This is an optimization exercise on Yosys and OpenROAD, whose aim is small area, a short achievable clock period and few clock cycles, not a production implementation.
At most, simulation tests tie the RTL to the original design; equivalence was not proved.
The RTL of runs 4 to 8 was laid out without a check of its function.
Power is estimated from default activity; no workload was simulated.

## flow/design.v

```verilog
`timescale 1ns / 1ps
module cpu(
    input             Clk,
    input             Reset_N,
    output     [15:0] i_address,
    input      [15:0] i_data,
    output reg        d_readM,
    output reg        d_writeM,
    output     [15:0] d_address,
    output     [15:0] d_wdata,
    input      [15:0] d_rdata,
    output reg [15:0] num_inst,
    output reg [15:0] output_port,
    output reg        is_halted
);
    reg [15:0] pc;
    reg [15:0] r0, r1, r2, r3;
    reg        ex_v;           
    reg [15:0] ex_a;           
    reg [15:0] ex_y;           
    reg [15:0] ex_b;           
    reg        ex_cin;         
    reg [15:0] ex_alt;         
    reg        ex_pt;          
    reg        ex_br;          
    reg [1:0]  ex_bop;         
    reg [5:0]  ex_sel;         
    reg        ex_wen;         
    reg        ex_ld;          
    reg        ex_st;          
    reg        ex_wwd;         
    reg        ex_hlt;         
    reg        ex_fwd;         
    reg [1:0]  ex_dst;
    reg        mem_wen;
    reg [1:0]  mem_dst;
    reg        mem_ld;
    reg [15:0] mem_res;        
    reg [15:0] mem_wd;
    assign i_address = pc;
    assign d_address = mem_res;
    assign d_wdata   = mem_wd;
    wire [15:0] mem_val = mem_ld ? d_rdata : mem_res;
    function [15:0] rf;
        input [1:0] a;
        case (a)
            2'd0: rf = r0;
            2'd1: rf = r1;
            2'd2: rf = r2;
            default: rf = r3;
        endcase
    endfunction
    wire [16:0] s_g0 = {ex_a & ex_y, ex_cin};
    wire [16:0] s_p0 = {ex_a ^ ex_y, 1'b0};
    wire [16:0] s_g1 = s_g0 | (s_p0 & {s_g0[15:0], 1'b0});
    wire [16:0] s_p1 = s_p0 & {s_p0[15:0], 1'b0};
    wire [16:0] s_g2 = s_g1 | (s_p1 & {s_g1[14:0], 2'b0});
    wire [16:0] s_p2 = s_p1 & {s_p1[14:0], 2'b0};
    wire [16:0] s_g3 = s_g2 | (s_p2 & {s_g2[12:0], 4'b0});
    wire [16:0] s_p3 = s_p2 & {s_p2[12:0], 4'b0};
    wire [16:0] s_g4 = s_g3 | (s_p3 & {s_g3[8:0], 8'b0});
    wire [15:0] sum  = s_p0[16:1] ^ s_g4[15:0];
    wire [15:0] res = ({16{ex_sel[0]}} & sum) |
                      ({16{ex_sel[1]}} & (ex_a & ex_y)) |
                      ({16{ex_sel[2]}} & (ex_a | ex_y)) |
                      ({16{ex_sel[3]}} & ~ex_a) |
                      ({16{ex_sel[4]}} & {ex_a[14:0], 1'b0}) |
                      ({16{ex_sel[5]}} & {ex_a[15], ex_a[15:1]});
    reg cond;
    always @(*) begin
        case (ex_bop)
            2'd0: cond = ex_a != ex_y;
            2'd1: cond = ex_a == ex_y;
            2'd2: cond = !ex_a[15] && ex_a != 16'h0000;
            default: cond = ex_a[15];
        endcase
    end
    wire flush = ex_br && (cond != ex_pt);
    wire [3:0]  iop  = i_data[15:12];
    wire [1:0]  irs  = i_data[11:10];
    wire [1:0]  irt  = i_data[9:8];
    wire [5:0]  ifn  = i_data[5:0];
    wire [7:0]  imm  = i_data[7:0];
    wire [15:0] pc1  = pc + 16'd1;
    wire i_r    = iop == 4'd15;
    wire i_br   = iop[3:2] == 2'b00;
    wire i_jmp  = iop == 4'd9 || iop == 4'd10;
    wire i_jal  = iop == 4'd10;
    wire i_jr   = i_r && (ifn == 6'd25 || ifn == 6'd26);
    wire i_jrl  = i_r && ifn == 6'd26;
    wire i_alu  = i_r && ifn[5:3] == 3'd0;
    wire i_tcp  = i_alu && ifn[2:0] == 3'd5;
    wire i_sub  = i_alu && ifn[2:0] == 3'd1;
    wire i_adi  = iop == 4'd4;
    wire i_ori  = iop == 4'd5;
    wire i_lhi  = iop == 4'd6;
    wire i_ld   = iop == 4'd7;
    wire i_st   = iop == 4'd8;
    wire [7:0]  k_g0 = pc1[7:0] & imm;
    wire [7:0]  k_p0 = pc1[7:0] ^ imm;
    wire [7:0]  k_g1 = k_g0 | (k_p0 & {k_g0[6:0], 1'b0});
    wire [7:0]  k_p1 = k_p0 & {k_p0[6:0], 1'b0};
    wire [7:0]  k_g2 = k_g1 | (k_p1 & {k_g1[5:0], 2'b0});
    wire [7:0]  k_p2 = k_p1 & {k_p1[5:0], 2'b0};
    wire [7:0]  k_g3 = k_g2 | (k_p2 & {k_g2[3:0], 4'b0});
    wire [7:0]  t_lo = k_p0 ^ {k_g3[6:0], 1'b0};
    wire        t_c8 = k_g3[7];
    wire [7:0]  hi_p = pc1[15:8] + 8'd1;
    wire [7:0]  hi_m = pc1[15:8] - 8'd1;
    wire [7:0]  hi_0 = imm[7] ? hi_m : pc1[15:8];    
    wire [7:0]  hi_1 = imm[7] ? pc1[15:8] : hi_p;    
    wire [7:0]  t_hi = ({8{t_c8}} & hi_1) | ({8{~t_c8}} & hi_0);
    wire [15:0] i_tgt = {t_hi, t_lo};
    wire        i_req = irs == irt;
    reg         i_bt;
    always @(*) begin
        case (iop[1:0])
            2'd0: i_bt = imm[7] || !i_req;
            2'd1: i_bt = imm[7] || i_req;
            2'd2: i_bt = 1'b1;
            default: i_bt = imm[7];
        endcase
        i_bt = i_bt && i_br;
    end
    wire i_use_rs = !(i_lhi || i_jmp);
    wire i_use_rt = (i_alu && ifn[2:1] == 2'd0) || (i_alu && ifn[2:1] == 2'd1) ||
                    i_st || iop == 4'd0 || iop == 4'd1;
    wire i_wen = i_adi || i_ori || i_lhi || i_ld || i_jal || i_alu || i_jrl;
    wire [1:0] i_dst = (i_jal || i_jrl) ? 2'd2 : i_r ? i_data[7:6] : irt;
    wire ex_w    = ex_v && ex_wen;
    wire hit_rs  = ex_w && ex_dst == irs;
    wire [1:0] i_srcb = i_tcp ? irs : irt;       
    wire hit_b   = ex_w && ex_dst == i_srcb;
    wire ld_wait = ex_ld && ((i_use_rs && ex_dst == irs) || (i_use_rt && ex_dst == irt));
    wire jr_wait = i_jr && hit_rs && !ex_fwd;
    wire stall   = ld_wait || jr_wait;
    wire [15:0] a_base = (mem_wen && mem_dst == irs) ? mem_val : rf(irs);
    wire [15:0] b_base = (mem_wen && mem_dst == i_srcb) ? mem_val : rf(i_srcb);
    wire [15:0] i_rsv  = hit_rs ? res : a_base;
    wire        a_zero = i_tcp || i_lhi || i_jal || i_jrl;
    wire        y_inv  = i_sub || i_tcp;
    wire        y_reg  = i_alu || i_br;
    reg  [15:0] y_imm;
    always @(*) begin
        if (i_ori)             y_imm = {8'h00, imm};
        else if (i_lhi)        y_imm = {imm, 8'h00};
        else if (i_jal || i_jrl) y_imm = pc1;
        else                   y_imm = {{8{imm[7]}}, imm};
    end
    reg [15:0] npc;
    always @(*) begin
        if (flush)      npc = ex_alt;
        else if (stall) npc = pc;
        else if (i_jmp) npc = {pc1[15:12], i_data[11:0]};
        else if (i_bt)  npc = i_tgt;
        else if (i_jr)  npc = i_rsv;
        else            npc = pc1;
    end
    wire go = !flush && !stall;
    always @(posedge Clk or negedge Reset_N) begin
        if (!Reset_N) begin
            pc          <= 16'h0000;
            r0 <= 16'h0000; r1 <= 16'h0000; r2 <= 16'h0000; r3 <= 16'h0000;
            ex_v        <= 1'b0;
            ex_wen      <= 1'b0;
            ex_ld       <= 1'b0;
            ex_st       <= 1'b0;
            ex_br       <= 1'b0;
            ex_wwd      <= 1'b0;
            ex_hlt      <= 1'b0;
            mem_wen     <= 1'b0;
            mem_ld      <= 1'b0;
            d_readM     <= 1'b0;
            d_writeM    <= 1'b0;
            num_inst    <= 16'h0000;
            output_port <= 16'h0000;
            is_halted   <= 1'b0;
        end else begin
            pc <= npc;
            ex_v   <= go;
            ex_wen <= go && i_wen;
            ex_ld  <= go && i_ld;
            ex_st  <= go && i_st;
            ex_br  <= go && i_br;
            ex_wwd <= go && i_r && ifn == 6'd28;
            ex_hlt <= go && i_r && ifn == 6'd29;
            mem_wen  <= ex_w;
            mem_ld   <= ex_ld;
            d_readM  <= ex_ld;
            d_writeM <= ex_st;
            if (mem_wen) begin
                case (mem_dst)
                    2'd0: r0 <= mem_val;
                    2'd1: r1 <= mem_val;
                    2'd2: r2 <= mem_val;
                    default: r3 <= mem_val;
                endcase
            end
            if (ex_v) num_inst <= num_inst + 16'd1;
            if (ex_wwd) output_port <= ex_a;
            if (ex_hlt) is_halted <= 1'b1;
        end
    end
    always @(posedge Clk) begin
        ex_a    <= a_zero ? 16'h0000 : hit_rs ? res : a_base;
        ex_y    <= !y_reg ? y_imm :
                   hit_b  ? (res ^ {16{y_inv}}) : (b_base ^ {16{y_inv}});
        ex_b    <= hit_b ? res : b_base;
        ex_cin  <= y_inv;
        ex_alt  <= (i_bt || !i_br) ? pc1 : i_tgt;
        ex_pt   <= i_bt;
        ex_bop  <= iop[1:0];
        ex_sel  <= {i_alu && ifn[2:0] == 3'd7,
                    i_alu && ifn[2:0] == 3'd6,
                    i_alu && ifn[2:0] == 3'd4,
                    (i_alu && ifn[2:0] == 3'd3) || i_ori || i_lhi || i_jal || i_jrl,
                    i_alu && ifn[2:0] == 3'd2,
                    (i_alu && (ifn[2:0] == 3'd0 || ifn[2:0] == 3'd1 || ifn[2:0] == 3'd5)) ||
                    i_adi || i_ld || i_st};
        ex_fwd  <= i_ori || i_lhi;
        ex_dst  <= i_dst;
        mem_dst <= ex_dst;
        mem_res <= res;
        mem_wd  <= ex_b;
    end
endmodule
```

## flow/run.sh

```bash
#!/bin/bash
# synth_recipe.tcl (not shown) runs the flow's synth.tcl, then flattens the netlist and writes it again
# the make line also repeats each setting of config.mk as NAME=value (left out here)
make -C /OpenROAD-flow-scripts/flow DESIGN_CONFIG=/design/flow/config.mk WORK_HOME=/design/flow/orfs CLKGATE_MAP_FILE= SYNTH_SCRIPT=/design/flow/synth_recipe.tcl finish
```

## flow/config.mk

```make
export PLATFORM = sky130hd
export DESIGN_NAME = cpu
export DESIGN_NICKNAME = cpu
export VERILOG_FILES = /design/flow/design.v
export SDC_FILE = /design/flow/constraint.sdc
export NUM_CORES = 4
export LEC_CHECK = 0
export ABC_AREA = 1
export CAP_MARGIN = 20
export CORE_MARGIN = 2
export CORE_UTILIZATION = 40
export SETUP_SLACK_MARGIN = 4.5
export SLEW_MARGIN = 20
```

## flow/constraint.sdc

```tcl
create_clock -name core_clock -period 8.0 [get_ports {Clk}]
set_input_delay 1.6000 -clock core_clock [delete_from_list [all_inputs] [get_ports {Clk}]]
set_output_delay 1.6000 -clock core_clock [all_outputs]
set_load 0.01 [all_outputs]
```

==> results.cfg, run 1 <==
[logic_synthesis]
syn_area_um2 = 13600
synth_top_family_by_area = simple AND/OR/NAND/NOR gates
synthAdderAreaFrac_pct = 4.36
synth.net_count = 2038
synth_edf_count = 0
async_flop_share_pct = 52.6
seq_area_frac_synth_pct = 39.1
syn_inst = 1958
synth-main-ff-cell = dfrtp_1
ys_types = 50
synthSimpleGateAreaFrac_pct = 31.1
yosys-top-cells-area = dfrtp_1 (23%), dfxtp_1 (16%), nand2_1 (16%)
yosys_warnings = 1
synthMuxAreaShare_pct = 0.452
yosysTopAreaCell = dfrtp_1
synth.top_cell.area_share_pct = 22.7
synth-compound-area-share_pct = 13.6
ys_seq_elements = 234
yosys.area_share.xor_xnor_pct = 1.93
syn-mean-instance-area_um2 = 6.92

[global_routing]
antenna_found_initial = 0
grt_first_pass_wirelength_um = 76800
grtUsageTotal_pct = 27.9
grt_max_degree = 76
overflow = 0
grt_pass1_vias = 13200

[timing]
period_share_pct = 43.2
relSlewSlack_pct = 32.2
slew_violations = 0
worst_pin_slew_ns = 1.01
finalSetupViolations = 0
rsz0062_at_grt = true
setup_tns_ns = 0
min_period_ns = 3.46
hold_viol = 0
fin_skew_ns = 0.0288
fmax_mhz = 289
whs_ns = 0.326

[final_layout]
final_cell_mix = nand2_1 (552), inv_1 (241), nand3_1 (171), nor2_1 (147), dfrtp_1 (122)
layout_commonest_cell = nand2_1
final_cell_area_um2 = 16800
layout.nets = 2181
drive_gt1_share_pct = 10.3
final_cells = 2570
area_growth_syn_to_layout_pct = 24.2
diodes = 0

[floorplanning]
initial_core_util_pct = 40.5
die_h_um = 188
io_pins = 117
rows = 67
core-area_um2 = 33400
design.die.area_um2 = 35400
die_w_um = 188

[run]
max_cap_viol_count = 0

[setup_path]
crit_slowest_cell = fa_1
path_buf_inv = 3
crit_family = simple AND/OR/NAND/NOR gates
max_stage_delay_ns = 0.43
cp_data_required_time_ns = 8.44
worst-setup-path-type = in2reg
cp_data_arrival_time_ns = 3.89
end_kind = register
startpoint_type = input pin
critPathMostFrequentCell = nand2_1
crit_fanout = 7
path_cells = buf_2 > ha_2 > fa_1 > nand3_1 > nand3_2 > buf_4 > a21oi_2 > nand4_1 > nand3_1 > nand3_1 > nand2_1 > inv_1 > nand2_1 > nand2_1 > nand2_1 > nand2_1

[detailed_routing]
viasPerCell = 5.46
num_vias = 14000
ant_nets = 0
route.detailed.drc = 0
first_iter_violations = 1322
drt-total-wl_um = 50900
drt_first_pass_iters = 6
wl_per_cell_um = 19.8

[clocking]
cts_buffers = 27
cts_buffer_depth = 3
cts_hold_buf = 0
cts_tree = yes
h-tree-depth = 1
clk_latency_ns = 0.57
clock_sinks = 234
cts_root_buffer = clkbuf_16
clk_pin_slew_ns = 0.06

[power]
ir_worst_vdd_uv = 162
leakagePower_nw = 7.95
power.total_mw = 5.12
power.density_nw_per_um2 = 304

[placed_design]
dpl.cell_count = 2471
place_area_um2 = 15100
gp_congestion = 0.991
hpwl_um = 37600
port_buffers = 116

[min_path]
hold_class = reg2reg

[run_status]
status = no timing/DRC/antenna violations
sequential cells by signal, summed over array words and instances (netlist names), 2 cells and up:
signal and count:
r0 16, ex_b 16, r3 16, ex_y 16, output_port 16, r2 16, ex_bop 2, r1 16
pc 16, ex_alt 16, mem_wd 16, ex_dst 2, ex_sel 6, ex_a 16, mem_res 16, mem_dst 2
num_inst 16
worst paths after layout:
| kind | depth (start not counted) | slack [ns] | startpoint | to |
|---|---|---|---|---|
| worst min-delay path | 0 | 0.33 | ex_b[9]$_DFF_P_ | mem_wd[9]$_DFF_P_ |
| worst min register to register | 0 | 0.33 | ex_b[9]$_DFF_P_ | mem_wd[9]$_DFF_P_ |
| max in group asynchronous | 2 | 5.93 | Reset_N | num_inst[11]$_DFFE_PN0P_ |
| worst max-delay path | 16 | 4.54 | i_data[0] | pc[11]$_DFFE_PN0P_ |
| worst max register to register | 21 | 4.69 | pc[0]$_DFFE_PN0P_ | pc[8]$_DFFE_PN0P_ |
| min in group asynchronous | 1 | 0.97 | Reset_N | r1[1]$_DFFE_PN0P_ |
logic make-up after synthesis:
group | count (synthesis)
buf+inv | 325
simple gates | 992
fa+ha+maj | 46
xor+xnor | 29
compound gates | 326
flops | 234
mux | 6
cell usage after synthesis, drive strengths merged (5+ instances only):
| library cell | n |
|---|---|
| o211ai | 19 |
| dfrtp | 123 |
| dfxtp | 111 |
| buf | 17 |
| nand4 | 23 |
| or2 | 6 |
| a21oi | 115 |
| ha | 44 |
| xnor2 | 9 |
| nand2 | 580 |
| inv | 258 |
| o21ai | 129 |
| xor2 | 20 |
| nand3 | 194 |
| o2111ai | 10 |
| nor3 | 17 |
| nor2 | 162 |
| mux2i | 5 |
| o22ai | 18 |
| a211oi | 12 |
| clkbuf | 47 |
| o221ai | 15 |
stage by stage:
stage / setup slack, ns / util [%]
after global routing: 4.43 / 50.3
final: 4.54 / 50.3
after detailed placement: 2.56 / 45.2
after floorplan: 4.51 / -
after CTS: 4.51 / 49.0
after global placement: 2.58 / 45.2
power breakdown:
part / internal (mW) / switching (mW)
clock network: 0.712 / 0.522
logic: 0.763 / 1.31
registers: 1.51 / 0.296
layout make-up:
type / instances / area (um2)
fillers: 3279 / 16600
multi-input cells: 1402 / 7380
flip-flops and latches: 234 / 5300
repair buffers: 173 / 1660
inverters: 261 / 1030
clock buffers: 41 / 821
well taps: 448 / 561
clock inverters: 9 / 67.6
repair inverters: 2 / 15.0
metal layers:
metal  global-route usage [%]  wire length (um)  vias up
li1                         -                 -     6657
met1                     36.8             21900     6614
met2                     46.5             23600      632
met3                     4.59              3690      123
met4                     8.99              1680        0
met5                        0                 0        -
timing repair:
| item | in CTS | in global routing |
|---|---|---|
| pin swaps | 7 | 14 |
| buffers inserted | 19 | 25 |
| resized for setup | 78 | 63 |
| endpoints found under the setup margin | 81 | 44 |
| gates cloned | 3 | 2 |
Testbench counts, summed over its fixed seeds: cycles 315,823.
==> run 2, diff against run 1 <==
--- a/flow/config.mk
+++ b/flow/config.mk
@@ -11,3 +11,3 @@
 export CORE_UTILIZATION = 40
-export SETUP_SLACK_MARGIN = 4.5
+export SETUP_SLACK_MARGIN = 4
 export SLEW_MARGIN = 20
==> results.cfg, run 2 <==
[run_status]
status = no timing/DRC/antenna violations

[timing]
slew_violations = 0
hold_viol = 0
fin_skew_ns = 0.0355
rsz0062_at_grt = true
setup_tns_ns = 0
worst_pin_slew_ns = 1.01
finalWorstSetupSlack_ns = 4.16
fmax_mhz = 261
relSlewSlack_pct = 32.2
min_period_ns = 3.84
period_share_pct = 48.0
finalSetupViolations = 0

[power]
switching_share_pct = 40.7
p_switching_mw = 2.06
ir_worst_vdd_uv = 180
p_seq_share_pct = 35.6
clkPwrFrac_pct = 25.7
leakagePower_nw = 7.75
internal_power_mw = 2.99
power.density_nw_per_um2 = 310
power.share.combinational_pct = 38.6

[logic_synthesis]
synth.net_count = 2038
yosysTopAreaCell = dfrtp_1
yosys_warnings = 1
yosys-top-cells-area = dfrtp_1 (23%), dfxtp_1 (16%), nand2_1 (16%)
synth-main-ff-cell = dfrtp_1
syn_area_um2 = 13600
syn_inst = 1958
yosysMostFrequentCell = nand2_1
seq_area_frac_synth_pct = 39.1
ys_seq_elements = 234
synth.top_cell.area_share_pct = 22.7
synthTopCellsByCount = nand2_1 (570), inv_1 (251), nand3_1 (184)
ys_types = 50
synth_edf_count = 0
syn-mean-instance-area_um2 = 6.92
async_flop_share_pct = 52.6

[floorplanning]
die_h_um = 188
initial_core_util_pct = 40.5
io_pins = 117
core-area_um2 = 33400
die_w_um = 188
design.die.area_um2 = 35400
rows = 67

[final_layout]
final_cells = 2537
fin_util_pct = 48.6
layout.nets = 2147
drive_gt1_share_pct = 6.51
layout_commonest_cell = nand2_1
area_growth_syn_to_layout_pct = 20.0
final_cell_mix = nand2_1 (567), inv_1 (245), nand3_1 (181), nor2_1 (150)

[detailed_routing]
viasPerCell = 5.42
ant_nets = 0
first_iter_violations = 1285
drt_first_pass_iters = 5
route.detailed.drc = 0
drt-total-wl_um = 49100
num_vias = 13700
wl_per_cell_um = 19.4

[global_routing]
overflow = 0
grtUsageTotal_pct = 27.4
grt_max_degree = 73
grt_pass1_vias = 12800
antenna_found_initial = 1
grt_first_pass_wirelength_um = 75400

[clocking]
h-tree-depth = 1
clock_sinks = 234
clk_pin_slew_ns = 0.05
cts_buffer_depth = 3
clk_latency_ns = 0.57
cts_root_buffer = clkbuf_16
cts_tree = yes
cts_buffers = 27
cts_hold_buf = 0

[setup_path]
startpoint_type = input pin
worst-setup-path-type = in2reg
cp_data_required_time_ns = 8.47
crit_fanout = 9
rrSetupSlack_ns = 4.38
cp_data_arrival_time_ns = 4.31
end_kind = register

[placed_design]
port_buffers = 116
gp_congestion = 0.976
post-place-ws_ns = 2.55
dpl.cell_count = 2470
hpwl_um = 37600

[min_path]
hold_class = reg2reg

[run]
max_cap_viol_count = 0
==> run 2: worst max-delay path, stage by stage <==
cell             delay (ns)
clkdlybuf4s50_1        0.63
inv_2                  0.10
nand3_1                0.18
nor2_4                 0.08
nor2_1                 0.50
inv_1                  0.21
a21oi_1                0.22
o21ai_0                0.11
inv_1                  0.21
o221ai_1               0.30
nand3_1                0.17
==> run 2: path summary, 6_finish.rpt <==
kind                                    from  depth (start not counted)                        to
max                                i_data[4]                         11           ex_y[8]$_DFF_P_
min                          ex_b[4]$_DFF_P_                          0         mem_wd[4]$_DFF_P_
max reg2reg                pc[0]$_DFFE_PN0P_                         19        pc[10]$_DFFE_PN0P_
min reg2reg                  ex_b[4]$_DFF_P_                          0         mem_wd[4]$_DFF_P_
max in group asynchronous            Reset_N                          2  num_inst[15]$_DFFE_PN0P_
min in group asynchronous            Reset_N                          1         r1[2]$_DFFE_PN0P_
==> run 2: logic make-up after synthesis <==
kind of cell	count (synthesis)	synth area share, %
AOI/OAI and AO/OA	326	13.6
xor gates and xnor gates	29	1.93
adders and majority gates	46	4.36
buffers and inverters	325	9.40
DFF	234	39.1
muxes	6	0.452
and+or+nand+nor	992	31.1
==> run 2: timing repair <==
action	in CTS	in global routing
buffers inserted	5	9
pin swaps	1	1
resized for setup	18	24
endpoints found under the setup margin	54	58
gates cloned	2	0
endpoints found under the hold margin	0	0
==> run 2: layer usage <==
| layer | up-vias | routed length, um | GRT usage, % |
|---|---|---|---|
| met4 | 0 | 1690 | 8.60 |
| met5 | - | 0 | 0 |
| met3 | 107 | 3280 | 2.83 |
| met2 | 621 | 22900 | 46.0 |
| li1 | 6581 | - | - |
| met1 | 6431 | 21200 | 37.1 |
==> run 2: power by group through the flow <==
stage	clock (mW)	sequential [mW]	combinational (mW)
2_1_floorplan	0	1.76	1.16
3_3_place_gp	0	1.82	1.88
3_5_place_dp	0	1.81	1.90
4_1_cts	1.32	1.79	1.92
5_1_grt	1.36	1.83	2.17
6_report	1.30	1.80	1.95
==> run 2: per-stage QoR <==
| step | power [mW] | instance area [um2] | hold WS (ns) |
|---|---|---|---|
| after floorplan | 2.92 | 13600 | 0.310 |
| after global placement | 3.70 | 15100 | 0.312 |
| after detailed placement | 3.71 | 15100 | 0.313 |
| after CTS | 5.03 | 16100 | 0.326 |
| after global routing | 5.37 | 16300 | 0.329 |
| final | 5.05 | 16300 | 0.325 |
==> run 2: layout make-up <==
class / count / area (um2)
Inverter: 261 / 1000
Fill cell: 3372 / 17200
Timing Repair inverter: 2 / 12.5
Clock inverter: 10 / 100
Antenna cell: 1 / 2.50
Tap cell: 448 / 561
Timing Repair Buffer: 142 / 1370
Clock buffer: 40 / 851
Sequential cell: 234 / 5300
Multi-Input combinational cell: 1399 / 7060
==> run 3, diff against run 2 <==
--- a/flow/config.mk
+++ b/flow/config.mk
@@ -11,3 +11,3 @@
 export CORE_UTILIZATION = 40
-export SETUP_SLACK_MARGIN = 4
+export SETUP_SLACK_MARGIN = 5
 export SLEW_MARGIN = 20
==> results.cfg, run 3 <==
[logic_synthesis]
syn_inst = 1958
yosys-top-cells-area = dfrtp_1 (23%), dfxtp_1 (16%), nand2_1 (16%)
ys_types = 50
async_flop_share_pct = 52.6
syn_area_um2 = 13600
yosysTopAreaCell = dfrtp_1
seq_area_frac_synth_pct = 39.1
ys_seq_elements = 234
synthTopCellsByCount = nand2_1 (570), inv_1 (251), nand3_1 (184)
yosysMostFrequentCell = nand2_1
synth.top_cell.area_share_pct = 22.7
synth-main-ff-cell = dfrtp_1
synth_edf_count = 0
syn-mean-instance-area_um2 = 6.92
yosys_warnings = 1
synth.net_count = 2038

[global_routing]
antenna_found_initial = 0
grt_first_pass_wirelength_um = 79000
grt_pass1_vias = 13800
grtUsageTotal_pct = 28.7
overflow = 0
grt_max_degree = 72

[timing]
fmax_mhz = 324
finalSetupViolations = 0
hold_viol = 0
period_share_pct = 38.6
slew_violations = 0
min_period_ns = 3.09
worst_pin_slew_ns = 1.34
fin_skew_ns = 0.0355
finalWorstSetupSlack_ns = 4.91
rsz0062_at_grt = true
whs_ns = 0.325
setup_tns_ns = 0
relSlewSlack_pct = 9.64

[final_layout]
diodes = 0
layout_commonest_cell = nand2_1
layout.nets = 2243
fin_util_pct = 54.9
final_cells = 2632
drive_gt1_share_pct = 20.6
final_cell_area_um2 = 18400
area_growth_syn_to_layout_pct = 35.5
final_cell_mix = nand2_1 (489), inv_1 (231), nor2_1 (141), nand3_1 (131), dfrtp_1 (113)

[run_status]
status = no timing/DRC/antenna violations

[setup_path]
startpoint_type = input pin
crit_family = simple AND/OR/NAND/NOR gates
path_buf_inv = 2
cp_data_arrival_time_ns = 3.60
cp_data_required_time_ns = 8.51
rrSetupSlack_ns = 5.01
end_kind = register
crit_slowest_cell = fa_2
max_stage_delay_ns = 0.37
path_cells = buf_12 > ha_4 > fa_2 > nand3_2 > nand3_4 > nand2_4 > nand3_4 > nor2_4 > inv_2 > nand2_4 > o21ai_2 > or2_4 > nand3_2 > nand2_2 > nand2_1
crit_fanout = 7
worst-setup-path-type = in2reg

[power]
power.total_mw = 5.37
clkPwrFrac_pct = 23.5
p_switching_mw = 2.25
internal_power_mw = 3.12
power.share.combinational_pct = 43.3
ir_worst_vdd_uv = 175
switching_share_pct = 41.8
leakagePower_nw = 8.84
p_seq_share_pct = 33.2
power.density_nw_per_um2 = 292

[min_path]
hold_class = reg2reg

[detailed_routing]
drt-total-wl_um = 52600
drt_first_pass_iters = 6
first_iter_violations = 1096
num_vias = 14400
wl_per_cell_um = 20.0
route.detailed.drc = 0
ant_nets = 0
viasPerCell = 5.47

[clocking]
cts_hold_buf = 0
clk_pin_slew_ns = 0.06
clock_sinks = 234
h-tree-depth = 1
clk_latency_ns = 0.57
cts_buffer_depth = 3
cts_buffers = 27
cts_tree = yes
cts_root_buffer = clkbuf_16

[floorplanning]
core-area_um2 = 33400
design.die.area_um2 = 35400
die_w_um = 188
die_h_um = 188
io_pins = 117
rows = 67
initial_core_util_pct = 40.5

[placed_design]
place_area_um2 = 15300
dpl.cell_count = 2471
gp_congestion = 0.973
port_buffers = 116
hpwl_um = 37300
post-place-ws_ns = 3.08

[run]
max_cap_viol_count = 0
==> run 3: cell counts after synthesis <==
Identical to the previous run, type by type.
==> run 3: logic make-up (layout without fill, tap and decap cells) <==
family	Yosys count	after routing	synth area share (%)
multiplexers	6	6	0.452
flip-flops	234	234	39.1
buffers and inverters	325	546	9.40
AND/OR/NAND/NOR	992	997	31.1
adder cells (fa/ha/maj)	46	46	4.36
AO/OA/AOI/OAI	326	326	13.6
XOR/XNOR	29	29	1.93
==> run 3: worst paths after layout <==
check / end / cells past startpoint / startpoint
setup / recovery: pc[9]$_DFFE_PN0P_ / 15 / i_data[0]
hold / removal: mem_wd[14]$_DFF_P_ / 0 / ex_b[14]$_DFF_P_
setup reg to reg: pc[9]$_DFFE_PN0P_ / 18 / pc[0]$_DFFE_PN0P_
hold reg to reg: mem_wd[14]$_DFF_P_ / 0 / ex_b[14]$_DFF_P_
max in group asynchronous: num_inst[15]$_DFFE_PN0P_ / 2 / Reset_N
min in group asynchronous: r0[2]$_DFFE_PN0P_ / 1 / Reset_N
==> run 3: area by class of cell <==
cell class                      instances  area, um2
Clock buffer                           39        771
Clock inverter                         11        140
Fill cell                            3144      15100
Inverter                              261       1090
Multi-Input combinational cell       1404       8210
Sequential cell                       234       5320
Tap cell                              448        561
Timing Repair Buffer                  233       2270
Timing Repair inverter                  2       18.8
==> run 3: power by group through the flow <==
stage                     registers (mW)  logic [mW]  clock network [mW]
after floorplan                     1.76        1.21                   0
after global placement              1.80        1.96                   0
after detailed placement            1.80        1.98                   0
after CTS                           1.77        2.10                1.28
after global routing                1.82        2.55                1.33
final                               1.78        2.33                1.26
==> run 3: what timing repair did <==
item	CTS	global route
endpoints found under the setup margin	169	58
cloned	6	4
resized for setup	284	214
buffers inserted	64	37
pin swaps	32	93
==> run 3: metal layers <==
metal / vias to the layer above / track usage, % / routed length, um
met5: - / 0 / 0
met4: 0 / 14.8 / 3100
met3: 161 / 4.34 / 3820
met2: 628 / 47.0 / 24400
met1: 6818 / 36.8 / 21200
li1: 6785 / - / -
==> run 4, diff against run 3 <==
--- a/flow/design.v
+++ b/flow/design.v
@@ -20,3 +20,2 @@
     reg [15:0] ex_y;           
-    reg [15:0] ex_b;           
     reg        ex_cin;         
@@ -33,3 +32,3 @@
     reg        ex_fwd;         
-    reg [1:0]  ex_dst;
+    reg [1:0]  ex_dst;         
     reg        mem_wen;
@@ -38,6 +37,5 @@
     reg [15:0] mem_res;        
-    reg [15:0] mem_wd;
     assign i_address = pc;
     assign d_address = mem_res;
-    assign d_wdata   = mem_wd;
+    assign d_wdata   = rf(mem_dst);
     wire [15:0] mem_val = mem_ld ? d_rdata : mem_res;
@@ -98,5 +96,8 @@
     wire i_st   = iop == 4'd8;
-    wire [7:0]  k_g0 = pc1[7:0] & imm;
-    wire [7:0]  k_p0 = pc1[7:0] ^ imm;
-    wire [7:0]  k_g1 = k_g0 | (k_p0 & {k_g0[6:0], 1'b0});
+    wire [7:0]  k_x  = pc1[7:0];
+    wire [7:0]  k_g0 = k_x & imm;
+    wire [7:0]  k_p0 = k_x | imm;
+    wire        k_gb = (k_x[1] & imm[1]) | ((k_x[1] & k_x[0]) & imm[0]) |
+                       ((imm[1] & k_x[0]) & imm[0]);
+    wire [7:0]  k_g1 = {k_g0[7:2] | (k_p0[7:2] & k_g0[6:1]), k_gb, k_g0[0]};
     wire [7:0]  k_p1 = k_p0 & {k_p0[6:0], 1'b0};
@@ -105,3 +106,3 @@
     wire [7:0]  k_g3 = k_g2 | (k_p2 & {k_g2[3:0], 4'b0});
-    wire [7:0]  t_lo = k_p0 ^ {k_g3[6:0], 1'b0};
+    wire [7:0]  t_lo = k_x ^ (imm ^ {k_g3[6:0], 1'b0});
     wire        t_c8 = k_g3[7];
@@ -207,3 +208,2 @@
                    hit_b  ? (res ^ {16{y_inv}}) : (b_base ^ {16{y_inv}});
-        ex_b    <= hit_b ? res : b_base;
         ex_cin  <= y_inv;
@@ -223,3 +223,2 @@
         mem_res <= res;
-        mem_wd  <= ex_b;
     end
==> results.cfg, run 4 <==
[run_status]
status = no timing/DRC/antenna violations

[logic_synthesis]
synth.top_cell.area_share_pct = 23.1
synth-main-ff-cell = dfrtp_1
syn-mean-instance-area_um2 = 6.66
syn_area_um2 = 13300
yosysTopAreaCell = dfrtp_1
yosysMostFrequentCell = nand2_1
seq_area_frac_synth_pct = 35.0
yosys_warnings = 1
ys_types = 55
synthTopCellsByCount = nand2_1 (619), inv_1 (246), o21ai_0 (174)
syn_inst = 1999
ys_seq_elements = 202
yosys-top-cells-area = dfrtp_1 (23%), nand2_1 (17%), dfxtp_1 (12%)
async_flop_share_pct = 60.9
synth_edf_count = 0
synth.net_count = 2072

[setup_path]
worst-setup-path-type = reg2out
rr_worst_depth = 19
cp_data_required_time_ns = 6.40
cp_data_arrival_time_ns = 1.93
end_kind = output pin
startpoint_type = register
crit_fanout = 7

[detailed_routing]
route.detailed.drc = 0
met1_length_um = 21300
first_iter_violations = 1545
drt-total-wl_um = 54500
ant_nets = 0
met3_length_um = 5110
top_layer_used = met4
wl_per_cell_um = 20.5
viasPerCell = 5.64
dr_wl_met2_um = 24400
num_vias = 15000
drt_first_pass_iters = 6

[global_routing]
grt_first_pass_wirelength_um = 81100
antenna_found_initial = 0
grt_max_degree = 67
overflow = 0
grtUsageTotal_pct = 29.6
grt_pass1_vias = 14100

[placed_design]
hpwl_um = 37700
place_area_um2 = 14900
port_buffers = 116
gp_congestion = 0.994

[power]
power.density_nw_per_um2 = 285
ir_worst_vdd_uv = 198
power.total_mw = 5.02
leakagePower_nw = 8.43

[floorplanning]
die_h_um = 186
io_pins = 117
design.die.area_um2 = 34800
die_w_um = 186
core-area_um2 = 32600
initial_core_util_pct = 40.8
rows = 66

[run]
max_cap_viol_count = 0

[clocking]
cts_buffer_depth = 3
clock_sinks = 202
cts_buffers = 25
cts_hold_buf = 0
cts_tree = yes
cts_root_buffer = clkbuf_16
h-tree-depth = 1
clk_latency_ns = 0.54
clk_pin_slew_ns = 0.06

[final_layout]
layout_commonest_cell = nand2_1
multiInputGateArea_um2 = 8310
layout.nets = 2273
drive_gt1_share_pct = 19.4
diodes = 0
regArea_um2 = 4690
area_growth_syn_to_layout_pct = 32.2
n_fill_cell = 3150
final_cell_area_um2 = 17600
final_cell_mix = nand2_1 (569), inv_1 (226), o21ai_0 (149), nor2_1 (135), nand3_1 (135)

[min_path]
hold_depth = 0
hold_class = reg2reg

[timing]
rsz0062_at_grt = true
fmax_mhz = 284
fin_skew_ns = 0.00861
min_period_ns = 3.53
period_share_pct = 44.1
hold_viol = 0
worst_pin_slew_ns = 0.915
slew_violations = 0
finalSetupViolations = 0
relSlewSlack_pct = 39.0
setup_tns_ns = 0
==> run 4: cell types whose count changed after synthesis, moves of 7 or more <==
cell,before,now
nor2_1,157,150
a221oi_1,2,11
o221ai_1,15,27
o21ai_0,126,174
nand3_1,184,160
nand2_1,570,619
o22ai_1,18,26
dfxtp_1,111,79
a21oi_1,114,92
==> run 4: critical path: stages, from the launching register on <==
cell        delay [ns]
dfxtp_4           0.36
buf_6             0.12
nor2_4            0.11
clkinvlp_4        0.14
buf_8             0.17
o22ai_2           0.15
a21oi_1           0.07
o21ai_2           0.10
buf_2             0.16
==> run 4: through the flow <==
stage / instances / util (%) / setup slack, ns / hold slack, ns
2_1_floorplan: 1999 / - / 4.77 / 0.331
3_3_place_gp: 2500 / 45.8 / 3.11 / 0.347
3_5_place_dp: 2500 / 45.8 / 3.04 / 0.351
4_1_cts: 2616 / 51.2 / 4.53 / 0.365
5_1_grt: 2660 / 54.0 / 4.45 / 0.374
6_report: 2660 / 54.0 / 4.47 / 0.363
==> run 4: routing by layer <==
layer / GRT usage (%) / up-vias
li1: - / 6963
met4: 16.3 / 0
met1: 37.3 / 6973
met5: 0 / -
met3: 5.87 / 220
met2: 47.9 / 834
==> run 4: timing repair <==
action                     4_1_cts  5_1_grt
setup endpoints to repair      156       67
pin swaps                       33       58
resized for setup              362      144
gates cloned                     5        3
buffers inserted                66       41
==> run 4: layout make-up <==
type                            count  area share (%)
Timing Repair Buffer              234            12.0
Clock inverter                     10           0.455
Tap cell                          442            3.14
Clock buffer                       35            4.18
Timing Repair inverter              1          0.0427
Inverter                          260            6.26
Sequential cell                   202            26.7
Multi-Input combinational cell   1476            47.2
==> run 4: where the power goes <==
part / leakage (nW) / internal (mW) / total [mW] / switching [mW]
combinational: 5.81 / 0.801 / 2.28 / 1.48
clock: 0.410 / 0.671 / 1.14 / 0.464
sequential: 2.21 / 1.31 / 1.61 / 0.297
total: 8.43 / 2.78 / 5.02 / 2.24
==> run 4: logic make-up after synthesis <==
logic type / Yosys count / synth area share, %
and+or+nand+nor: 1014 / 32.5
AOI/OAI and AO/OA: 383 / 16.7
buffers and inverters: 327 / 9.49
DFF: 202 / 35.0
adders and majority gates: 39 / 3.72
xor gates and xnor gates: 28 / 2.04
muxes: 6 / 0.507
==> run 4: path summary, 6_finish.rpt <==
path	endpoint	from	slack, ns
max	d_wdata[4]	mem_dst[0]$_DFF_P_	4.47
min	d_writeM$_DFF_PN0_	ex_st$_DFF_PN0_	0.36
max reg2reg	pc[10]$_DFFE_PN0P_	pc[0]$_DFFE_PN0P_	5.06
min reg2reg	d_writeM$_DFF_PN0_	ex_st$_DFF_PN0_	0.36
max in group asynchronous	pc[1]$_DFFE_PN0P_	Reset_N	5.40
min in group asynchronous	r2[11]$_DFFE_PN0P_	Reset_N	1.12
==> run 5, diff against run 4 <==
==> flow/flow/run.sh (new file) <==
#!/bin/bash
# The standard layout, with repair aiming further below the clock period
set -euo pipefail
M=$(cat flow/margin.txt)
bash standard.sh SETUP_SLACK_MARGIN=$M finish > standard_flow.log 2>&1
==> flow/flow/margin.txt (new file) <==
6
==> flow/standard.sh (new file) <==
#!/bin/bash
# synth_recipe.tcl (not shown) runs the flow's synth.tcl, then flattens the netlist and writes it again
# the make line also repeats each setting of config.mk as NAME=value (left out here)
make -C /OpenROAD-flow-scripts/flow DESIGN_CONFIG=/design/flow/config.mk WORK_HOME=/design/flow/orfs CLKGATE_MAP_FILE= SYNTH_SCRIPT=/design/flow/synth_recipe.tcl "${@:-finish}"
removed: flow/run.sh
==> results.cfg, run 5 <==
[run_status]
status = no timing/DRC/antenna violations

[clocking]
clk_pin_slew_ns = 0.07
h-tree-depth = 1
cts_buffer_depth = 3
cts_buffers = 25
clock_sinks = 202
cts_tree = yes
clk_latency_ns = 0.56
cts_hold_buf = 0
cts_root_buffer = clkbuf_16

[min_path]
hold_start = ex_st$_DFF_PN0_
hold_path_end = d_writeM$_DFF_PN0_
hold_depth = 0
hold_class = reg2reg

[floorplanning]
die_w_um = 186
core-area_um2 = 32600
io_pins = 117
rows = 66
die_h_um = 186
design.die.area_um2 = 34800
initial_core_util_pct = 40.8

[logic_synthesis]
yosys_warnings = 1
yosysTopAreaCell = dfrtp_1
syn-mean-instance-area_um2 = 6.66
synth.net_count = 2072
ys_seq_elements = 202
syn_area_um2 = 13300
synth.top_cell.area_share_pct = 23.1
syn_inst = 1999
synthTopCellsByCount = nand2_1 (619), inv_1 (246), o21ai_0 (174)
synth-main-ff-cell = dfrtp_1
yosys-top-cells-area = dfrtp_1 (23%), nand2_1 (17%), dfxtp_1 (12%)
yosysMostFrequentCell = nand2_1
seq_area_frac_synth_pct = 35.0
synth_edf_count = 0
async_flop_share_pct = 60.9
ys_types = 55

[detailed_routing]
drt_first_pass_iters = 6
num_vias = 15800
first_iter_violations = 1588
wl_per_cell_um = 20.9
route.detailed.drc = 0
ant_nets = 0
drt-total-wl_um = 58300
viasPerCell = 5.69

[setup_path]
rr_worst_depth = 15
worst-setup-path-type = reg2out
rrSetupSlack_ns = 5.16
cp_data_arrival_time_ns = 1.75
r2r-start = ex_a[15]$_SDFF_PP0_
rr_endpoint = pc[4]$_DFFE_PN0P_
cp_data_required_time_ns = 6.40
crit_fanout = 5
end_kind = output pin
startpoint_type = register

[placed_design]
hpwl_um = 38400
dpl.cell_count = 2500
post-place-ws_ns = 3.18
port_buffers = 116
place_area_um2 = 15200
gp_congestion = 0.962

[power]
p_seq_share_pct = 27.7
switching_share_pct = 43.5
leakagePower_nw = 9.38
ir_worst_vdd_uv = 184
power.density_nw_per_um2 = 282
internal_power_mw = 3.21
power.share.combinational_pct = 50.7
p_switching_mw = 2.47
clkPwrFrac_pct = 21.7

[timing]
relSlewSlack_pct = 39.2
fmax_mhz = 299
setup_tns_ns = 0
fin_skew_ns = 0.0210
slew_violations = 0
min_period_ns = 3.35
hold_viol = 0
finalSetupViolations = 0
worst_pin_slew_ns = 0.911
rsz0062_at_grt = true
period_share_pct = 41.8
finalWorstSetupSlack_ns = 4.65

[final_layout]
diodes = 0
layout.nets = 2397
final_cells = 2785
multiInputGateArea_um2 = 9370
final_cell_mix = nand2_1 (510), inv_1 (179), buf_4 (161), dfrtp_1 (111), nor2_1 (107)
drive_gt1_share_pct = 36.8
fin_util_pct = 61.7
regArea_um2 = 4740
area_growth_syn_to_layout_pct = 51.1
final_cell_area_um2 = 20100
layout_commonest_cell = nand2_1
n_fill_cell = 2860

[global_routing]
grtUsageTotal_pct = 31.8
grt_max_degree = 54
grt_first_pass_wirelength_um = 86900
overflow = 0
grt_pass1_vias = 14800
antenna_found_initial = 1

[run]
max_cap_viol_count = 0
run 5: worst max-delay path: stages, from the launching register on:
cell        delay, ns
dfxtp_4          0.37
nor2_2           0.12
buf_6            0.12
clkinvlp_4       0.14
nor2_2           0.16
a221oi_2         0.04
o21ai_1          0.08
buf_2            0.14
run 5: how the worst max path moves through the flow:
stage | start | end
floorplan | i_data[12] | ex_y[10]$_DFF_P_
global placement | i_data[12] | ex_y[12]$_DFF_P_
detailed placement | i_data[12] | ex_y[1]$_DFF_P_
CTS | mem_dst[1]$_DFF_P_ | d_wdata[13]
global route | mem_dst[1]$_DFF_P_ | d_wdata[10]
finish | mem_dst[0]$_DFF_P_ | d_wdata[9]
run 5: repair_timing:
item	in CTS	in global routing
cloned	9	3
endpoints found under the setup margin	322	248
buffers inserted	167	60
gates resized for setup	812	252
pin swaps	68	108
run 5: routing by layer:
metal / part of all wire (%) / global-route usage, %
met1: 40 / 41.3
met2: 46 / 52.5
met3: 8.2 / 4.85
met4: 5.6 / 14.1
met5: 0 / 0
run 5: cell type report:
cell class,instances,area share (%)
clock inverter,11,0.392
tap,442,2.75
timing repair buffer,356,16.3
multi-input combinational,1479,46.6
sequential,202,23.6
inverter,260,6.28
clock buffer,35,4.09
run 5: power by group through the flow:
| stage | logic, mW | clock network, mW | registers (mW) |
|---|---|---|---|
| floorplan | 1.38 | 0 | 1.53 |
| global placement | 2.11 | 0 | 1.59 |
| detailed placement | 2.11 | 0 | 1.59 |
| CTS | 2.50 | 1.24 | 1.55 |
| global route | 3.11 | 1.28 | 1.60 |
| finish | 2.88 | 1.23 | 1.57 |
run 5: metrics by stage:
stage / total power [mW] / hold slack, ns
2_1_floorplan: 2.90 / 0.331
3_3_place_gp: 3.70 / 0.368
3_5_place_dp: 3.70 / 0.349
4_1_cts: 5.29 / 0.364
5_1_grt: 5.99 / 0.380
6_report: 5.68 / 0.359
run 5: cell families after synthesis:
logic type / Yosys count / share of synthesized area, %
buffers and inverters: 327 / 9.49
DFF: 202 / 35.0
adders and majority gates: 39 / 3.72
AOI/OAI and AO/OA: 383 / 16.7
and+or+nand+nor: 1014 / 32.5
muxes: 6 / 0.507
xor gates and xnor gates: 28 / 2.04
==> run 6, diff against run 5 <==
--- a/flow/design.v
+++ b/flow/design.v
@@ -20,2 +20,3 @@
     reg [15:0] ex_y;           
+    reg [15:0] ex_b;           
     reg        ex_cin;         
@@ -32,3 +33,3 @@
     reg        ex_fwd;         
-    reg [1:0]  ex_dst;         
+    reg [1:0]  ex_dst;
     reg        mem_wen;
@@ -37,5 +38,6 @@
     reg [15:0] mem_res;        
+    reg [15:0] mem_wd;         
     assign i_address = pc;
     assign d_address = mem_res;
-    assign d_wdata   = rf(mem_dst);
+    assign d_wdata   = mem_wd;
     wire [15:0] mem_val = mem_ld ? d_rdata : mem_res;
@@ -208,2 +210,3 @@
                    hit_b  ? (res ^ {16{y_inv}}) : (b_base ^ {16{y_inv}});
+        ex_b    <= hit_b ? res : b_base;
         ex_cin  <= y_inv;
@@ -223,2 +226,3 @@
         mem_res <= res;
+        mem_wd  <= ex_b;
     end
==> flow/run.sh (new file) <==
#!/bin/bash
# synth_recipe.tcl (not shown) runs the flow's synth.tcl, then flattens the netlist and writes it again
# the make line also repeats each setting of config.mk as NAME=value (left out here)
make -C /OpenROAD-flow-scripts/flow DESIGN_CONFIG=/design/flow/config.mk WORK_HOME=/design/flow/orfs CLKGATE_MAP_FILE= SYNTH_SCRIPT=/design/flow/synth_recipe.tcl finish
removed: flow/flow/run.sh
removed: flow/flow/margin.txt
removed: flow/standard.sh
==> results.cfg, run 6 <==
[power]
p_switching_mw = 2.29
p_seq_share_pct = 33.9
leakagePower_nw = 8.52
power.density_nw_per_um2 = 299
clkPwrFrac_pct = 23.8
power.share.combinational_pct = 42.3
ir_worst_vdd_uv = 184
internal_power_mw = 3.05
switching_share_pct = 42.9

[logic_synthesis]
synth.top_cell.area_share_pct = 22.9
syn_area_um2 = 13400
synth.net_count = 2025
synthTopCellsByCount = nand2_1 (573), inv_1 (224), nor2_1 (177)
synth-main-ff-cell = dfrtp_1
yosysTopAreaCell = dfrtp_1
synth_edf_count = 0
seq_area_frac_synth_pct = 39.4
ys_types = 51
yosys_warnings = 1
yosysMostFrequentCell = nand2_1
ys_seq_elements = 234
yosys-top-cells-area = dfrtp_1 (23%), dfxtp_1 (17%), nand2_1 (16%)
syn_inst = 1952
syn-mean-instance-area_um2 = 6.89
async_flop_share_pct = 52.6

[global_routing]
antenna_found_initial = 3
grt_max_degree = 68
overflow = 0
grt_first_pass_wirelength_um = 80800
grt_pass1_vias = 14100
grtUsageTotal_pct = 29.4

[floorplanning]
io_pins = 117
rows = 67
core-area_um2 = 33300
design.die.area_um2 = 35100
die_w_um = 187
die_h_um = 187
initial_core_util_pct = 40.4

[clocking]
cts_tree = yes
cts_hold_buf = 0
cts_root_buffer = clkbuf_16
clk_latency_ns = 0.58
h-tree-depth = 1
cts_buffer_depth = 3
clock_sinks = 234
clk_pin_slew_ns = 0.06
cts_buffers = 27

[setup_path]
end_kind = register
r2r-start = ex_a[9]$_SDFF_PP0_
critPathCapture = ex_y[8]$_DFF_P_
cp_data_arrival_time_ns = 3.56
worstSetupStartpoint = i_data[13]
rrSetupSlack_ns = 5.11
startpoint_type = input pin
crit_fanout = 6
rr_worst_depth = 14
cp_data_required_time_ns = 8.43
rr_endpoint = pc[14]$_DFFE_PN0P_
worst-setup-path-type = in2reg

[detailed_routing]
drt-total-wl_um = 52800
drt_first_pass_iters = 6
first_iter_violations = 1484
ant_nets = 0
viasPerCell = 5.56
wl_per_cell_um = 20.3
route.detailed.drc = 0
num_vias = 14500

[final_layout]
layout_commonest_cell = nand2_1
drive_gt1_share_pct = 19.0
area_growth_syn_to_layout_pct = 32.9
final_cell_area_um2 = 17900
layout.nets = 2205
final_cell_mix = nand2_1 (503), inv_1 (207), nor2_1 (161), a21oi_1 (119), dfrtp_1 (113)

[timing]
finalSetupViolations = 0
fmax_mhz = 320
setup_tns_ns = 0
relSlewSlack_pct = 38.2
hold_viol = 0
fin_skew_ns = 0.0310
period_share_pct = 39.1
min_period_ns = 3.12
rsz0062_at_grt = true
worst_pin_slew_ns = 0.927
slew_violations = 0

[min_path]
hold_start = ex_b[10]$_DFF_P_
hold_class = reg2reg

[placed_design]
port_buffers = 116
hpwl_um = 36300
place_area_um2 = 15100
gp_congestion = 0.935

[run]
max_cap_viol_count = 0

[run_status]
status = no timing/DRC/antenna violations
-- run 6: worst min path at each step --
stage	end	depth (start not counted)
after CTS	mem_wd[10]$_DFF_P_	0
after global routing	mem_wd[10]$_DFF_P_	0
after global placement	mem_wd[11]$_DFF_P_	0
final	mem_wd[10]$_DFF_P_	0
after floorplan	mem_wd[0]$_DFF_P_	0
after detailed placement	mem_wd[10]$_DFF_P_	0
-- run 6: worst max-delay path, stage by stage --
cell	delay, ns
buf_12	0.09
nand2_8	0.05
inv_4	0.05
nand3_4	0.08
nor2_4	0.18
buf_6	0.13
buf_6	0.09
nand3_4	0.08
buf_4	0.18
nand2_8	0.08
a21oi_4	0.08
nand2_4	0.19
clkinvlp_4	0.28
nand2_2	0.16
nand2_2	0.06
nand2_1	0.08
nand3_2	0.06
-- run 6: per-layer routing --
layer | GRT usage (%) | up-vias | routed length [um]
met1 | 37.7 | 6856 | 21500
met5 | 0 | - | 9
met4 | 13.4 | 2 | 2690
met2 | 49.1 | 691 | 24500
li1 | - | 6753 | -
met3 | 4.39 | 166 | 4070
-- run 6: metrics by stage --
stage,util [%],hold slack (ns),setup WS [ns],power [mW],cells
after floorplan,-,0.310,4.69,3.05,1952
after global placement,45.3,0.315,2.78,3.85,2458
after detailed placement,45.3,0.316,2.64,3.86,2458
after CTS,52.2,0.330,4.99,5.23,2594
after global routing,53.7,0.332,4.80,5.67,2601
final,53.7,0.328,4.88,5.34,2602
-- run 6: cells by family after synthesis --
kind of cell | count (synthesis) | share of synthesized area, %
DFF | 234 | 39.4
xor gates and xnor gates | 38 | 2.53
adders and majority gates | 39 | 3.68
and+or+nand+nor | 980 | 30.4
buffers and inverters | 304 | 8.72
muxes | 2 | 0.158
AOI/OAI and AO/OA | 355 | 15.1
-- run 6: power groups by stage --
stage / logic [mW] / clock network (mW) / registers (mW)
after detailed placement: 2.03 / 0 / 1.83
after global placement: 2.01 / 0 / 1.83
final: 2.26 / 1.27 / 1.81
after floorplan: 1.27 / 0 / 1.78
after global routing: 2.50 / 1.32 / 1.85
after CTS: 2.15 / 1.28 / 1.80
-- run 6: layout make-up --
cell class	count	area, um2
Timing Repair Buffer	210	2030
Multi-Input combinational cell	1420	8070
Inverter	235	958
Tap cell	448	561
Clock buffer	38	791
Clock inverter	12	111
Timing Repair inverter	4	38.8
Fill cell	3221	15400
Antenna cell	1	2.50
Sequential cell	234	5320
-- run 6: what timing repair did --
action | 4_1_cts | 5_1_grt
pin swaps | 52 | 64
setup buffers | 73 | 7
gates cloned | 13 | 0
endpoints found under the setup margin | 171 | 73
gates resized for setup | 336 | 145
==> run 7, diff against run 6 <==
--- a/flow/config.mk
+++ b/flow/config.mk
@@ -10,3 +10,3 @@
 export CORE_MARGIN = 2
-export CORE_UTILIZATION = 40
+export CORE_UTILIZATION = 65
 export SETUP_SLACK_MARGIN = 5
==> results.cfg, run 7 <==
[run_status]
failed_stage = global routing (5_1_grt)
status = stopped before the end
stop_error = [ERROR GRT-0232] Routing congestion too high. Check the congestion heatmap in the GUI.

[floorplanning]
rows = 52
die_w_um = 148
initial_core_util_pct = 66.2
die_h_um = 148
io_pins = 117

[logic_synthesis]
synth-main-ff-cell = dfrtp_1
syn_area_um2 = 13400
yosys_warnings = 1
ys_types = 51
seq_area_frac_synth_pct = 39.4
yosys-top-cells-area = dfrtp_1 (23%), dfxtp_1 (17%), nand2_1 (16%)
yosysMostFrequentCell = nand2_1
synthTopCellsByCount = nand2_1 (573), inv_1 (224), nor2_1 (177)
async_flop_share_pct = 52.6
synth.net_count = 2025
ys_seq_elements = 234
syn-mean-instance-area_um2 = 6.89
synth.top_cell.area_share_pct = 22.9
yosysTopAreaCell = dfrtp_1
synth_edf_count = 0
syn_inst = 1952

[placed_design]
place_area_um2 = 14800
gp_congestion = 0.988
dpl.cell_count = 2277
hpwl_um = 34400
post-place-ws_ns = 2.80
port_buffers = 116

[clocking]
cts_root_buffer = clkbuf_16
h-tree-depth = 1
cts_buffers = 25
clock_sinks = 234
cts_buffer_depth = 3

[timing]
worst-ep-kind = register data pin
grt-worst-endpoint = ex_y[14]$_DFF_P_/D

[global_routing]
overflow = 98
grtUsageTotal_pct = 79.0
grt_max_degree = 78
-- run 7: how the worst min path moves through the flow --
stage	end	slack, ns	start
CTS	mem_wd[11]$_DFF_P_	0.35	ex_b[11]$_DFF_P_
detailed placement	mem_wd[9]$_DFF_P_	0.33	ex_b[9]$_DFF_P_
global placement	mem_wd[9]$_DFF_P_	0.32	ex_b[9]$_DFF_P_
floorplan	mem_wd[0]$_DFF_P_	0.31	ex_b[0]$_DFF_P_
-- run 7: power by group through the flow --
stage | Clock, mW | Combinational, mW | Sequential, mW
2_1_floorplan | 0 | 1.27 | 1.78
3_3_place_gp | 0 | 1.96 | 1.81
3_5_place_dp | 0 | 2.00 | 1.83
4_1_cts | 1.19 | 2.18 | 1.77
-- run 7: cells by family after synthesis --
family,Yosys count,share of synthesized area (%)
and+or+nand+nor,980,30.4
AOI/OAI and AO/OA,355,15.1
muxes,2,0.158
xor gates and xnor gates,38,2.53
DFF,234,39.4
adders and majority gates,39,3.68
buffers and inverters,304,8.72
-- run 7: per-layer routing --
| layer | GRT usage (%) | overflow |
|---|---|---|
| met1 | 79.6 | 3 |
| met2 | 94.6 | 50 |
| met3 | 64.2 | 10 |
| met4 | 76.4 | 35 |
| met5 | 41.4 | 0 |
-- run 7: timing repair --
item | CTS
resized for setup | 294
gates cloned | 8
setup buffers | 75
pin swaps | 40
hold buffers | 0
setup endpoints to repair | 154
==> run 8, diff against run 7 <==
--- a/flow/config.mk
+++ b/flow/config.mk
@@ -11,2 +11,3 @@
 export CORE_UTILIZATION = 65
+export CTS_BUF_LIST = sky130_fd_sc_hd__clkbuf_4 sky130_fd_sc_hd__clkbuf_8
 export SETUP_SLACK_MARGIN = 5
==> results.cfg, run 8 <==
[run_status]
status = stopped before the end
failed_stage = global routing (5_1_grt)
stop_error = [ERROR GRT-0232] Routing congestion too high. Check the congestion heatmap in the GUI.

[global_routing]
antenna_found_initial = 13
grtUsageTotal_pct = 78.9
grt_max_degree = 78
overflow = 42

[floorplanning]
io_pins = 117
die_h_um = 148
die_w_um = 148
rows = 52
initial_core_util_pct = 66.2

[logic_synthesis]
yosysTopAreaCell = dfrtp_1
yosys-top-cells-area = dfrtp_1 (23%), dfxtp_1 (17%), nand2_1 (16%)
ys_seq_elements = 234
synth.top_cell.area_share_pct = 22.9
syn_area_um2 = 13400
ys_types = 51
syn_inst = 1952
async_flop_share_pct = 52.6
synthTopCellsByCount = nand2_1 (573), inv_1 (224), nor2_1 (177)
seq_area_frac_synth_pct = 39.4
synth_edf_count = 0
synth-main-ff-cell = dfrtp_1
yosys_warnings = 1
yosysMostFrequentCell = nand2_1
synth.net_count = 2025
syn-mean-instance-area_um2 = 6.89

[clocking]
h-tree-depth = 2
cts_hold_buf = 0
clock_sinks = 234
cts_root_buffer = clkbuf_8
cts_buffer_depth = 3
cts_buffers = 39

[placed_design]
post-place-ws_ns = 2.80
place_area_um2 = 14800
gp_congestion = 0.988
dpl.cell_count = 2277
hpwl_um = 34400
port_buffers = 116

[timing]
worst-ep-kind = register data pin
grt-worst-endpoint = ex_y[4]$_DFF_P_/D
[run 8: cell counts after synthesis]
No cell type changed its count.
[run 8: cells by family after synthesis]
family / share of synthesized area (%)
and+or+nand+nor: 30.4
AOI/OAI and AO/OA: 15.1
buffers and inverters: 8.72
DFF: 39.4
adders and majority gates: 3.68
xor gates and xnor gates: 2.53
muxes: 0.158
[run 8: power by group through the flow]
stage	clock network [mW]	logic [mW]	registers, mW
CTS	1.12	2.11	1.78
detailed placement	0	2.00	1.83
global placement	0	1.96	1.81
floorplan	0	1.27	1.78
[run 8: worst min-delay path by stage]
| stage | to | slack, ns | depth (start not counted) |
|---|---|---|---|
| 3_5_place_dp | mem_wd[9]$_DFF_P_ | 0.33 | 0 |
| 2_1_floorplan | mem_wd[0]$_DFF_P_ | 0.31 | 0 |
| 4_1_cts | mem_wd[9]$_DFF_P_ | 0.34 | 0 |
| 3_3_place_gp | mem_wd[9]$_DFF_P_ | 0.32 | 0 |
[run 8: metal layers]
| layer | global-route usage (%) | overflow |
|---|---|---|
| met5 | 31.8 | 0 |
| met3 | 69.8 | 0 |
| met1 | 80.1 | 0 |
| met2 | 91.5 | 17 |
| met4 | 74.3 | 25 |
[run 8: what timing repair did]
| action | in CTS |
|---|---|
| buffers inserted | 59 |
| pin swaps | 29 |
| setup endpoints to repair | 168 |
| gates cloned | 12 |
| resized for setup | 281 |
==> run 9, diff against run 8 <==
--- a/flow/design.v
+++ b/flow/design.v
@@ -26,3 +26,3 @@
     reg [1:0]  ex_bop;         
-    reg [5:0]  ex_sel;         
+    reg [6:0]  ex_sel;         
     reg        ex_wen;         
@@ -67,3 +67,4 @@
                       ({16{ex_sel[4]}} & {ex_a[14:0], 1'b0}) |
-                      ({16{ex_sel[5]}} & {ex_a[15], ex_a[15:1]});
+                      ({16{ex_sel[5]}} & {ex_a[15], ex_a[15:1]}) |
+                      ({16{ex_sel[6]}} & ex_alt);
     reg cond;
@@ -134,4 +135,3 @@
     wire hit_rs  = ex_w && ex_dst == irs;
-    wire [1:0] i_srcb = i_tcp ? irs : irt;       
-    wire hit_b   = ex_w && ex_dst == i_srcb;
+    wire hit_b   = ex_w && ex_dst == irt;
     wire ld_wait = ex_ld && ((i_use_rs && ex_dst == irs) || (i_use_rt && ex_dst == irt));
@@ -140,13 +140,16 @@
     wire [15:0] a_base = (mem_wen && mem_dst == irs) ? mem_val : rf(irs);
-    wire [15:0] b_base = (mem_wen && mem_dst == i_srcb) ? mem_val : rf(i_srcb);
-    wire [15:0] i_rsv  = hit_rs ? res : a_base;
-    wire        a_zero = i_tcp || i_lhi || i_jal || i_jrl;
+    wire [15:0] b_base = (mem_wen && mem_dst == irt) ? mem_val : rf(irt);
+    wire [15:0] a_val  = hit_rs ? res : a_base;
+    wire [15:0] b_val  = hit_b ? res : b_base;
+    wire [15:0] i_rsv  = a_val;
+    wire        a_zero = i_tcp || i_lhi;
     wire        y_inv  = i_sub || i_tcp;
-    wire        y_reg  = i_alu || i_br;
+    wire        y_reg  = i_r || i_br;
     reg  [15:0] y_imm;
     always @(*) begin
-        if (i_ori)             y_imm = {8'h00, imm};
-        else if (i_lhi)        y_imm = {imm, 8'h00};
-        else if (i_jal || i_jrl) y_imm = pc1;
-        else                   y_imm = {{8{imm[7]}}, imm};
+        case (iop[1:0])
+            2'd1:    y_imm = {8'h00, imm};            
+            2'd2:    y_imm = {imm, 8'h00};            
+            default: y_imm = {{8{imm[7]}}, imm};      
+        endcase
     end
@@ -207,6 +210,5 @@
     always @(posedge Clk) begin
-        ex_a    <= a_zero ? 16'h0000 : hit_rs ? res : a_base;
-        ex_y    <= !y_reg ? y_imm :
-                   hit_b  ? (res ^ {16{y_inv}}) : (b_base ^ {16{y_inv}});
-        ex_b    <= hit_b ? res : b_base;
+        ex_a    <= a_val & {16{~a_zero}};
+        ex_y    <= (i_tcp ? a_val : y_reg ? b_val : y_imm) ^ {16{y_inv}};
+        ex_b    <= b_val;
         ex_cin  <= y_inv;
@@ -215,6 +217,7 @@
         ex_bop  <= iop[1:0];
-        ex_sel  <= {i_alu && ifn[2:0] == 3'd7,
+        ex_sel  <= {i_jal || i_jrl,
+                    i_alu && ifn[2:0] == 3'd7,
                     i_alu && ifn[2:0] == 3'd6,
                     i_alu && ifn[2:0] == 3'd4,
-                    (i_alu && ifn[2:0] == 3'd3) || i_ori || i_lhi || i_jal || i_jrl,
+                    (i_alu && ifn[2:0] == 3'd3) || i_ori || i_lhi,
                     i_alu && ifn[2:0] == 3'd2,
--- a/flow/config.mk
+++ b/flow/config.mk
@@ -10,3 +10,3 @@
 export CORE_MARGIN = 2
-export CORE_UTILIZATION = 65
+export CORE_UTILIZATION = 40
 export CTS_BUF_LIST = sky130_fd_sc_hd__clkbuf_4 sky130_fd_sc_hd__clkbuf_8
==> results.cfg, run 9 <==
[run_status]
status = no timing/DRC/antenna violations

[logic_synthesis]
syn_inst = 2032
syn_area_um2 = 13900
synth_edf_count = 0
yosys-top-cells-area = dfrtp_1 (22%), dfxtp_1 (16%), nand2_1 (15%)
synthSimpleGateAreaFrac_pct = 29.8
synth-main-ff-cell = dfrtp_1
seq_area_frac_synth_pct = 38.2
synthMuxAreaShare_pct = 0.153
yosys_warnings = 1
ys_seq_elements = 235
synth-compound-area-share_pct = 16.1
synth.top_cell.area_share_pct = 22.1
yosysTopAreaCell = dfrtp_1
ys_types = 51
yosysMostFrequentCell = nand2_1
synthAdderAreaFrac_pct = 3.92
synth.net_count = 2109
yosys.area_share.xor_xnor_pct = 1.82
async_flop_share_pct = 52.3
synthTopCellsByCount = nand2_1 (548), inv_1 (265), nor2_1 (173)
synth_top_family_by_area = simple AND/OR/NAND/NOR gates
syn-mean-instance-area_um2 = 6.86

[final_layout]
diodes = 0
area_growth_syn_to_layout_pct = 25.1
final_cells = 2689
drive_gt1_share_pct = 15.1
layout.nets = 2276
layout_commonest_cell = nand2_1
final_cell_mix = nand2_1 (528), inv_1 (248), nor2_1 (167), nand3_1 (150), o21ai_0 (125)
n_fill_cell = 3534

[global_routing]
antenna_found_initial = 2
grtUsageTotal_pct = 30.2
overflow = 0
grt_pass1_vias = 13900
grt_max_degree = 85
grt_first_pass_wirelength_um = 83600

[detailed_routing]
num_vias = 14800
top_layer_used = met5
wl_per_cell_um = 20.7
drt-total-wl_um = 55600
met1_length_um = 23900
viasPerCell = 5.51
route.detailed.drc = 0
drt_first_pass_iters = 6
met3_length_um = 4910
ant_nets = 0
dr_wl_met2_um = 24600
first_iter_violations = 1579

[floorplanning]
rows = 68
initial_core_util_pct = 40.4
die_h_um = 191
die_w_um = 191
core-area_um2 = 34500
design.die.area_um2 = 36300
io_pins = 117

[setup_path]
max_stage_delay_ns = 0.28
end_kind = register
startpoint_type = input pin
cp_data_required_time_ns = 8.51
critPathMostFrequentCell = buf_4
crit_slowest_cell = nor4_4
worst-setup-path-type = in2reg
cp_data_arrival_time_ns = 3.49
path_cells = buf_6 > ha_4 > nand3_4 > buf_12 > nor4_4 > inv_2 > nor2_4 > buf_4 > clkinvlp_4 > buf_4 > o21ai_1
crit_fanout = 8
rr_worst_depth = 14

[placed_design]
port_buffers = 116
dpl.cell_count = 2539
hpwl_um = 39500
gp_congestion = 0.959

[timing]
hold_viol = 0
finalSetupViolations = 0
worst_pin_slew_ns = 0.983
fin_skew_ns = 0.0333
period_share_pct = 37.2
relSlewSlack_pct = 34.4
fmax_mhz = 336
min_period_ns = 2.97
rsz0062_at_grt = false
slew_violations = 0
setup_tns_ns = 0

[min_path]
hold_class = reg2reg
hold_depth = 0

[clocking]
cts_root_buffer = clkbuf_8
clk_latency_ns = 0.59
cts_tree = yes
cts_buffer_depth = 3
h-tree-depth = 2
cts_hold_buf = 0
clock_sinks = 235
clk_pin_slew_ns = 0.06
cts_buffers = 43

[power]
ir_worst_vdd_uv = 177
leakagePower_nw = 8.60
power.density_nw_per_um2 = 324
power.total_mw = 5.64

[run]
max_cap_viol_count = 0
==> run 9: repair_timing <==
action / 4_1_cts / 5_1_grt
setup buffers: 40 / 22
endpoints found under the setup margin: 179 / 52
gates cloned: 4 / 4
pin swaps: 18 / 22
gates resized for setup: 227 / 96
==> run 9: area by class of cell <==
class                   instances  area [um2]  share of cell area [%]
multi-input cells            1442        7670                    44.0
flip-flops and latches        235        5340                    30.7
repair buffers                193        1690                    9.70
inverters                     282        1120                    6.41
clock buffers                  68         873                    5.01
well taps                     455         569                    3.27
clock inverters                12         155                   0.890
repair inverters                2        12.5                  0.0718
==> run 9: per-layer routing <==
metal | up-vias | global-route usage (%)
met4 | 4 | 12.1
li1 | 6968 | -
met3 | 143 | 4.69
met5 | - | 0
met1 | 6938 | 42.0
met2 | 767 | 47.0
==> run 9: worst paths after layout <==
path,start,to,slack [ns]
min in group asynchronous,Reset_N,d_writeM$_DFF_PN0_,1.07
max in group asynchronous,Reset_N,num_inst[10]$_DFFE_PN0P_,5.78
max,i_data[13],ex_y[2]$_DFF_P_,5.03
max reg2reg,ex_a[2]$_DFF_P_,ex_y[7]$_DFF_P_,5.10
min,ex_b[11]$_DFF_P_,mem_wd[11]$_DFF_P_,0.32
min reg2reg,ex_b[11]$_DFF_P_,mem_wd[11]$_DFF_P_,0.32
==> run 9: cells by family (layout without fill, tap and decap cells) <==
family | count (synthesis) | after routing
AO/OA/AOI/OAI | 392 | 392
XOR/XNOR | 29 | 29
adder cells (fa/ha/maj) | 43 | 43
buffers and inverters | 359 | 557
flip-flops | 235 | 235
multiplexers | 2 | 2
AND/OR/NAND/NOR | 972 | 976
==> run 9: where the power goes <==
group	internal, mW	switching (mW)	total [mW]
logic	0.841	1.57	2.41
registers	1.57	0.308	1.88
clock network	0.796	0.554	1.35
total	3.21	2.43	5.64
==> run 9: worst max-delay path: cells and delay by family <==
family                     cells  cell delay [ns]
and+or+nand+nor                3             0.55
adders and majority gates      1             0.17
AOI/OAI and AO/OA              1             0.16
buffers and inverters          6             1.00
==> run 9: per-stage QoR <==
stage | worst slack (ns) | instance area (um2) | util (%) | hold WS (ns)
CTS | 5.00 | 17000 | 49.3 | 0.325
global route | 4.98 | 17400 | 50.6 | 0.331
detailed placement | 3.21 | 15500 | 45.0 | 0.312
global placement | 3.18 | 15500 | 45.0 | 0.312
floorplan | 4.94 | 14000 | - | 0.310
finish | 5.03 | 17400 | 50.6 | 0.324
Testbench counts of run 9, summed over its fixed seeds: cycles 315,823.

Check on run 9: ideal ports give 5.027 ns setup slack; a clkbuf_16 on the clock port and buf_2 on the inputs give 4.984 ns; moving port delays by the midpoint clock arrival (0.624 ns) as well gives 4.411 ns.
